Background: an optimization exercise with open tools, aiming at small area, a short achievable clock period and few clock cycles. Do not read the settings as production practice. Only simulation tests tie the RTL to the original design; equivalence was not proved. Power figures rest on the tool's default switching activity, not on a simulated workload.

Setup of run 1:
Design circle_draw, start of the top module:
module circle_draw(xc,yc,rad,x,y,color,color_disp,CLK50,clearn,plot,wr,ready);
	input [7:0] xc;
	input [6:0] yc;
	input [5:0] rad;
	input CLK50,clearn,plot;
	input [2:0] color;
	output [7:0] x;
	output [6:0] y;
	output [2:0] color_disp;
	output wr;
	output ready;
	function [8:0] add8;
		input [7:0] p, q;
		input ci;
		integer i;
		reg c;
		begin
			c = ci;
			for (i = 0; i < 8; i = i + 1) begin
				add8[i] = p[i] ^ q[i] ^ c;
				c = (p[i] & q[i]) | (c & (p[i] ^ q[i]));
			end
			add8[8] = c;
		end
	endfunction
	localparam IDLE = 2'b00, CLR = 2'b01, SET = 2'b10, DRW = 2'b11;
	reg [1:0] m;
	reg [7:0] xo;
	reg [6:0] yo;
	reg [2:0] col;
	reg [5:0] a, bm;
	reg [7:0] e;
	reg [2:0] ph;
	reg n1, n2, c3, c4;
	reg h, sd;
	reg qx1, qx2;
	wire big = (rad == 6'd0) | (&rad[5:2]);
	wire [5:0] r = big ? 6'd59 : rad;
	wire [8:0] radm = add8({2'b0, rad}, 8'hff, 1'b0);
	wire [5:0] rm = big ? 6'd58 : radm[5:0];      
	wire a0 = (a == 6'd0);
	wire dec = ~e[7] | (&e[6:1]);
	wire [8:0] dd = add8({2'b0, a}, {2'b11, ~bm}, 1'b0);
	wire done = (~dd[7] & (dd[1] | dd[0])) | (&bm);
	wire [5:0] xs = ph[2] ? bm : a;
	wire [5:0] ys = ph[2] ? a : bm;
	wire xneg = ph[1];
	wire yneg = ph[0];
	wire [8:0] gxs = {xc, 1'b1} + {{2{xneg}}, xs ^ {6{xneg}}, xneg ^ ph[2]};
	wire [7:0] gys = {yc, 1'b1} + {yneg, ys ^ {6{yneg}}, yneg ^ ~ph[2]};
	wire [7:0] gx = gxs[8:1];
	wire [6:0] gy = gys[7:1];
	wire [7:0] mask = {c4 & ~a0, c4, c3 & ~a0, c3, {2{~n2 & ~a0}}, {2{~n1}}};
	reg [2:0] nxt;
	reg more;
	integer k;
	always @(*) begin
		nxt = 3'd0;
		more = 1'b0;
		for (k = 7; k >= 0; k = k - 1)
			if (k > ph && mask[k]) begin
				nxt = k;
				more = 1'b1;
			end
	end
	wire set1 = qx1 & (xo == 8'd159);
	wire set2 = qx2 & (xo == 8'd0);
	wire xv = ~(xc[7] & (xc[6] | xc[5]));
	wire [7:0] q = {~xc[7:5] + 3'd5, ~xc[4:0]};    
	wire [8:0] qmb = add8(q, {2'b11, ~bm}, 1'b0);
	wire [8:0] xmb = add8(xc, {2'b11, ~bm}, 1'b0);
	wire v3 = ~xv | qmb[8];
	wire v4 = ~xv | xmb[8];
  ...
Size: about 51 flip-flops, roughly 47 I/O pins, about 0.0040 mm2 of cells after synthesis.
==> flow/config.mk <==
export PLATFORM = sky130hd
export DESIGN_NAME = circle_draw
export DESIGN_NICKNAME = circle_draw
export VERILOG_FILES = /design/flow/design.v
export SDC_FILE = /design/flow/constraint.sdc
export NUM_CORES = 4
export LEC_CHECK = 0
export CAP_MARGIN = 20
export CORE_MARGIN = 2
export CORE_UTILIZATION = 40
export PLACE_DENSITY = 0.6
export SETUP_SLACK_MARGIN = 4.3
export SLEW_MARGIN = 20
==> flow/constraint.sdc <==
create_clock -name core_clock -period 7.0 [get_ports {CLK50}]
set_input_delay 1.4000 -clock core_clock [delete_from_list [all_inputs] [get_ports {CLK50}]]
set_output_delay 1.4000 -clock core_clock [all_outputs]
set_load 0.01 [all_outputs]
standard.sh (not shown) runs the stock make flow with config.mk's settings and CLKGATE_MAP_FILE= SYNTH_SCRIPT=/design/flow/synth_recipe.tcl, a recipe that flattens the netlist after the stock synthesis.
==> flow/flow/run.sh <==
#!/bin/bash
# Standard synthesis, then the standard layout with plain buf_1 cells as the
# port buffers (the default pick is a slow delay buffer). Tool output goes
# to the logs below; CTS adds no dummy clock loads; each ORFS step also keeps its own log in orfs/logs.
set -euo pipefail
bash standard.sh synth > flow_synth.log 2>&1
bash standard.sh BUFFER_PORTS_ARGS="-buffer_cell sky130_fd_sc_hd__buf_1" CTS_ARGS="-sink_clustering_enable -repair_clock_nets -dont_use_dummy_load" finish > flow_layout.log 2>&1
Testbench counts of run 1, summed over its fixed seeds: cycles 78,871.
Modified inputs, run 2 compared to run 1
diff --git a/flow/flow/run.sh b/flow/flow/run.sh
--- a/flow/flow/run.sh
+++ b/flow/flow/run.sh
@@ -7 +7 @@
-bash standard.sh BUFFER_PORTS_ARGS="-buffer_cell sky130_fd_sc_hd__buf_1" CTS_ARGS="-sink_clustering_enable -repair_clock_nets -dont_use_dummy_load" finish > flow_layout.log 2>&1
+bash standard.sh BUFFER_PORTS_ARGS="-buffer_cell sky130_fd_sc_hd__buf_1" CTS_ARGS="-sink_clustering_enable -repair_clock_nets -dont_use_dummy_load -sink_clustering_size 30 -sink_clustering_max_diameter 150" finish > flow_layout.log 2>&1
## What came out
Going from run 1 to run 2, initial core utilization flat; routed wire length held; die area roughly the same.
Run 2 against run 1: violation count after the first detailed-routing iteration closely matched the old numbers, cell depth of the worst flop-to-flop path closely matched the old numbers, remaining design rule violation count closely matched the old numbers, met3 wirelength from detailed routing closely matched the old numbers, max-slew violation count closely matched the old numbers.
Delta (run 2 minus run 1): highest clock frequency the design can meet shows no meaningful change; final cell count stayed essentially flat; clock-buffer cell count saw little to no change.
diff inputs: run 2 => run 3
- SETUP_SLACK_MARGIN: 4.3 -> 4.4
==> flow/flow/run.sh <==
#!/bin/bash
# Standard synthesis, then the standard layout with plain buf_1 cells as the
# port buffers (the default pick is a slow delay buffer). Tool output goes
# to the logs below; each ORFS step also keeps its own log in orfs/logs.
set -euo pipefail
bash standard.sh synth > flow_synth.log 2>&1
bash standard.sh BUFFER_PORTS_ARGS="-buffer_cell sky130_fd_sc_hd__buf_1" finish > flow_layout.log 2>&1
Results
- First-pass GRT wire length for run 3: 2.7% down relative to run 2
- Compared with run 2, in run 3 number of non-clock inverters stayed essentially flat; pre-CTS setup slack fell by 0.086 ns; post-layout instance count excluding filler cells rose by 17.
- Compared to run 2, the router laid down less metal wire for run 3.
- Relative to run 2, the total number of vias measured on run 3 has increased slightly.
- On switching power, run 2 beats run 3.
- Smallest setup slack after layout: run 3 > run 2


## build 36
The RTL this note starts from:
==> flow/design.v <==
module circle_draw(xc,yc,rad,x,y,color,color_disp,CLK50,clearn,plot,wr,ready);
	input [7:0] xc;
	input [6:0] yc;
	input [5:0] rad;
	input CLK50,clearn,plot;
	input [2:0] color;
	output [7:0] x;
	output [6:0] y;
	output [2:0] color_disp;
	output wr;
	output ready;
	function [8:0] add8;
		input [7:0] p, q;
		input ci;
		integer i;
		reg c;
		begin
			c = ci;
			for (i = 0; i < 8; i = i + 1) begin
				add8[i] = p[i] ^ q[i] ^ c;
				c = (p[i] & q[i]) | (c & (p[i] ^ q[i]));
			end
			add8[8] = c;
		end
	endfunction
	localparam IDLE = 2'b00, CLR = 2'b01, SET = 2'b10, DRW = 2'b11;
	reg [1:0] m;
	reg [7:0] xo;
	reg [6:0] yo;
	reg [2:0] col;
	reg [5:0] a, bm;
	reg [7:0] e;
	reg [2:0] ph;
	reg n1, n2, c3, c4;
	reg h, sd;
	reg qx1, qx2;
	wire big = (rad == 6'd0) | (&rad[5:2]);
	wire [5:0] r = big ? 6'd59 : rad;
	wire [8:0] radm = add8({2'b0, rad}, 8'hff, 1'b0);
	wire [5:0] rm = big ? 6'd58 : radm[5:0];      
	wire a0 = (a == 6'd0);
	wire dec = ~e[7] | (&e[6:1]);
	wire [8:0] dd = add8({2'b0, a}, {2'b11, ~bm}, 1'b0);
	wire done = (~dd[7] & (dd[1] | dd[0])) | (&bm);
	wire [5:0] xs = ph[2] ? bm : a;
	wire [5:0] ys = ph[2] ? a : bm;
	wire xneg = ph[1];
	wire yneg = ph[0];
	wire [8:0] gxs = {xc, 1'b1} + {{2{xneg}}, xs ^ {6{xneg}}, xneg ^ ph[2]};
	wire [7:0] gys = {yc, 1'b1} + {yneg, ys ^ {6{yneg}}, yneg ^ ~ph[2]};
	wire [7:0] gx = gxs[8:1];
	wire [6:0] gy = gys[7:1];
	wire [7:0] mask = {c4 & ~a0, c4, c3 & ~a0, c3, {2{~n2 & ~a0}}, {2{~n1}}};
	reg [2:0] nxt;
	reg more;
	integer k;
	always @(*) begin
		nxt = 3'd0;
		more = 1'b0;
		for (k = 7; k >= 0; k = k - 1)
			if (k > ph && mask[k]) begin
				nxt = k;
				more = 1'b1;
			end
	end
	wire set1 = qx1 & (xo == 8'd159);
	wire set2 = qx2 & (xo == 8'd0);
	wire xv = ~(xc[7] & (xc[6] | xc[5]));
	wire [7:0] q = {~xc[7:5] + 3'd5, ~xc[4:0]};    
	wire [8:0] qmb = add8(q, {2'b11, ~bm}, 1'b0);
	wire [8:0] xmb = add8(xc, {2'b11, ~bm}, 1'b0);
	wire v3 = ~xv | qmb[8];
	wire v4 = ~xv | xmb[8];
	wire [8:0] ai = add8({2'b0, a}, 8'd0, 1'b1);
	wire [8:0] bd = add8({2'b0, bm}, 8'hff, 1'b0);
	wire [7:0] eop = h ? (sd ? {1'b1, ~bm, 1'b1} : 8'd2) : {1'b0, a, 1'b1};
	wire [8:0] ens = {e, 1'b1} + {eop, h & sd};
	wire [7:0] en = ens[8:1];
	wire lfb = ~(yo[6] ^ yo[5]);
	wire clr_end = ({yo, xo} == 15'h4000);
	always @(posedge CLK50 or negedge clearn)
	begin
		if (!clearn) begin
			m <= CLR;
			xo <= 8'd0;
			yo <= 7'd0;
			col <= 3'd0;
		end else begin
			case (m)
			CLR: begin
				if (clr_end) m <= IDLE;
			end
			IDLE: begin
				if (plot) m <= SET;
			end
			SET: m <= DRW;
			default: if (done) m <= IDLE;
			endcase
			if (m == CLR) begin
				xo <= {xo[6:0], lfb};
				yo <= {yo[5:0], xo[7]};
				col <= 3'd0;
			end else begin
				xo <= gx;
				yo <= gy;
				col <= color;
			end
		end
	end
	always @(posedge CLK50)
	begin
		c3 <= v3;
		c4 <= v4;
		if (m == IDLE) begin
			a <= 6'd0;
			bm <= rm;
			e <= {2'b11, ~r};
			ph <= 3'd0;
			n1 <= 1'b0;
			n2 <= 1'b0;
			h <= 1'b0;
			qx1 <= 1'b0;
			qx2 <= 1'b0;
		end else begin
			h <= ~more;
			qx1 <= (ph[2:1] == 2'd0);
			qx2 <= (ph[2:1] == 2'd1) | ((ph[2:1] == 2'd0) & a0);
			sd <= dec;
			if (h | ~more) e <= en;
			if (set1) n1 <= 1'b1;
			if (set2) n2 <= 1'b1;
			if (more)
				ph <= nxt;
			else begin
				ph <= n1 ? 3'd2 : 3'd0;
				a <= ai[5:0];
				if (dec) bm <= bd[5:0];
			end
		end
	end
	assign x = xo;
	assign y = yo;
	assign color_disp = col;
	assign wr = m[0];
	assign ready = ~m[1] & ~m[0];
endmodule
Settings: LEC_CHECK=0, CAP_MARGIN=20, CORE_MARGIN=2, CORE_UTILIZATION=40, PLACE_DENSITY=0.6, SETUP_SLACK_MARGIN=4.3, SLEW_MARGIN=20; clock period 7.0 ns.
==> flow/flow/run.sh <==
#!/bin/bash
# Standard synthesis, then the standard layout with plain buf_1 cells as the
# port buffers (the default pick is a slow delay buffer). Tool output goes
# to the logs below; each ORFS step also keeps its own log in orfs/logs.
set -euo pipefail
bash standard.sh synth > flow_synth.log 2>&1
bash standard.sh BUFFER_PORTS_ARGS="-buffer_cell sky130_fd_sc_hd__buf_1" REMOVE_ABC_BUFFERS=1 finish > flow_layout.log 2>&1
Testbench counts of build 36, summed over its fixed seeds: cycles 78,871.
> inputs changed (build 36 -> build 11)
Settings: SETUP_SLACK_MARGIN changed from 4.3 to 4.6.
-- flow/flow/run.sh --
<<< build 36, line 7
bash standard.sh BUFFER_PORTS_ARGS="-buffer_cell sky130_fd_sc_hd__buf_1" REMOVE_ABC_BUFFERS=1 finish > flow_layout.log 2>&1
>>> build 11, line 7
bash standard.sh BUFFER_PORTS_ARGS="-buffer_cell sky130_fd_sc_hd__buf_1" finish > flow_layout.log 2>&1
Findings:
From build 36 to build 11 the numbers moved as follows: clock buffer instance count of the final layout rose 1, fraction of standard cell area that is sequential fell 2.4 points, critical path depth in cells rose 6, final area rose about 10%, global-route met1 utilization rose 0.93 points. STATUS worst setup skew after layout: build 11 loses against build 36. Summary of the comparison: headroom to the max-slew limit is lower in build 11, relative to build 36. Looking only at setup slack after placement, and setting everything else aside, the lower value of build 36 and build 11 goes to build 36.
## Diff of input files: build 51 against build 11
Settings: PLACE_DENSITY changed from 0.6 to 0.75; SETUP_SLACK_MARGIN changed from 4.6 to 4.3; CORE_UTILIZATION changed from 40 to 60.
### Flow results
- Quantity of gates resized following cts in build 51 is 31 lower than in build 11
- Build 11 vs build 51, timing endpoint of the critical path: yo[6]$_DFF_PN0_ vs ready
- Delta(final worst-path cycle share, build 51 - build 11) > 0
- Build 11 -> build 51: vertical die dimension decreased by more than 10%
- Minimum hold slack: build 51 vs build 11 — no meaningful difference
- Of build 51 and build 11, it is build 51 that has the lower count of clock buffers in the final design.
- Relative to build 11, worst setup slack decreased by 0.23 ns in build 51.
- Compared to build 11, the routing of build 51 uses less wire.

-- afterwards: timing with drivers on the ports --
The flow's constraints put no driver on any port. The routed layouts listed below were extracted and timed again, unchanged, in two steps. Step 1 assumes that a clkbuf_16 drives the clock port and a buf_2 every other input. Step 2, shift: input delay + t, output delay - t, t = (earliest + latest rising clock arrival at the registers) / 2. This alone moves slack from input paths to output paths. Slacks: no drivers / after step 1 / after step 2; pairs: no drivers / after step 1.
run | t (ns) | slack for setup (ns) | slew at the worst register clock pin (ns) | worst data-port slew with drivers (ns)
run 1 | 0.334 | 4.369 / 4.349 / 4.041 | 0.11 / 0.11 | 0.04
run 2 | 0.334 | 4.369 / 4.349 / 4.041 | 0.11 / 0.11 | 0.04
run 3 | 0.339 | 4.393 / 4.375 / 4.062 | 0.11 / 0.11 | 0.05
build 36 | 0.346 | 4.220 / 4.188 / 4.006 | 0.11 / 0.11 | 0.04
build 11 | 0.338 | 4.411 / 4.404 / 4.073 | 0.11 / 0.11 | 0.06
build 51 | 0.341 | 4.182 / 4.152 / 3.988 | 0.10 / 0.10 | 0.04
After both steps every run listed still meets setup and hold. For build 11, which loses most, drivers alone change the setup slack by -0.007 ns; drivers and shift together by -0.338 ns.
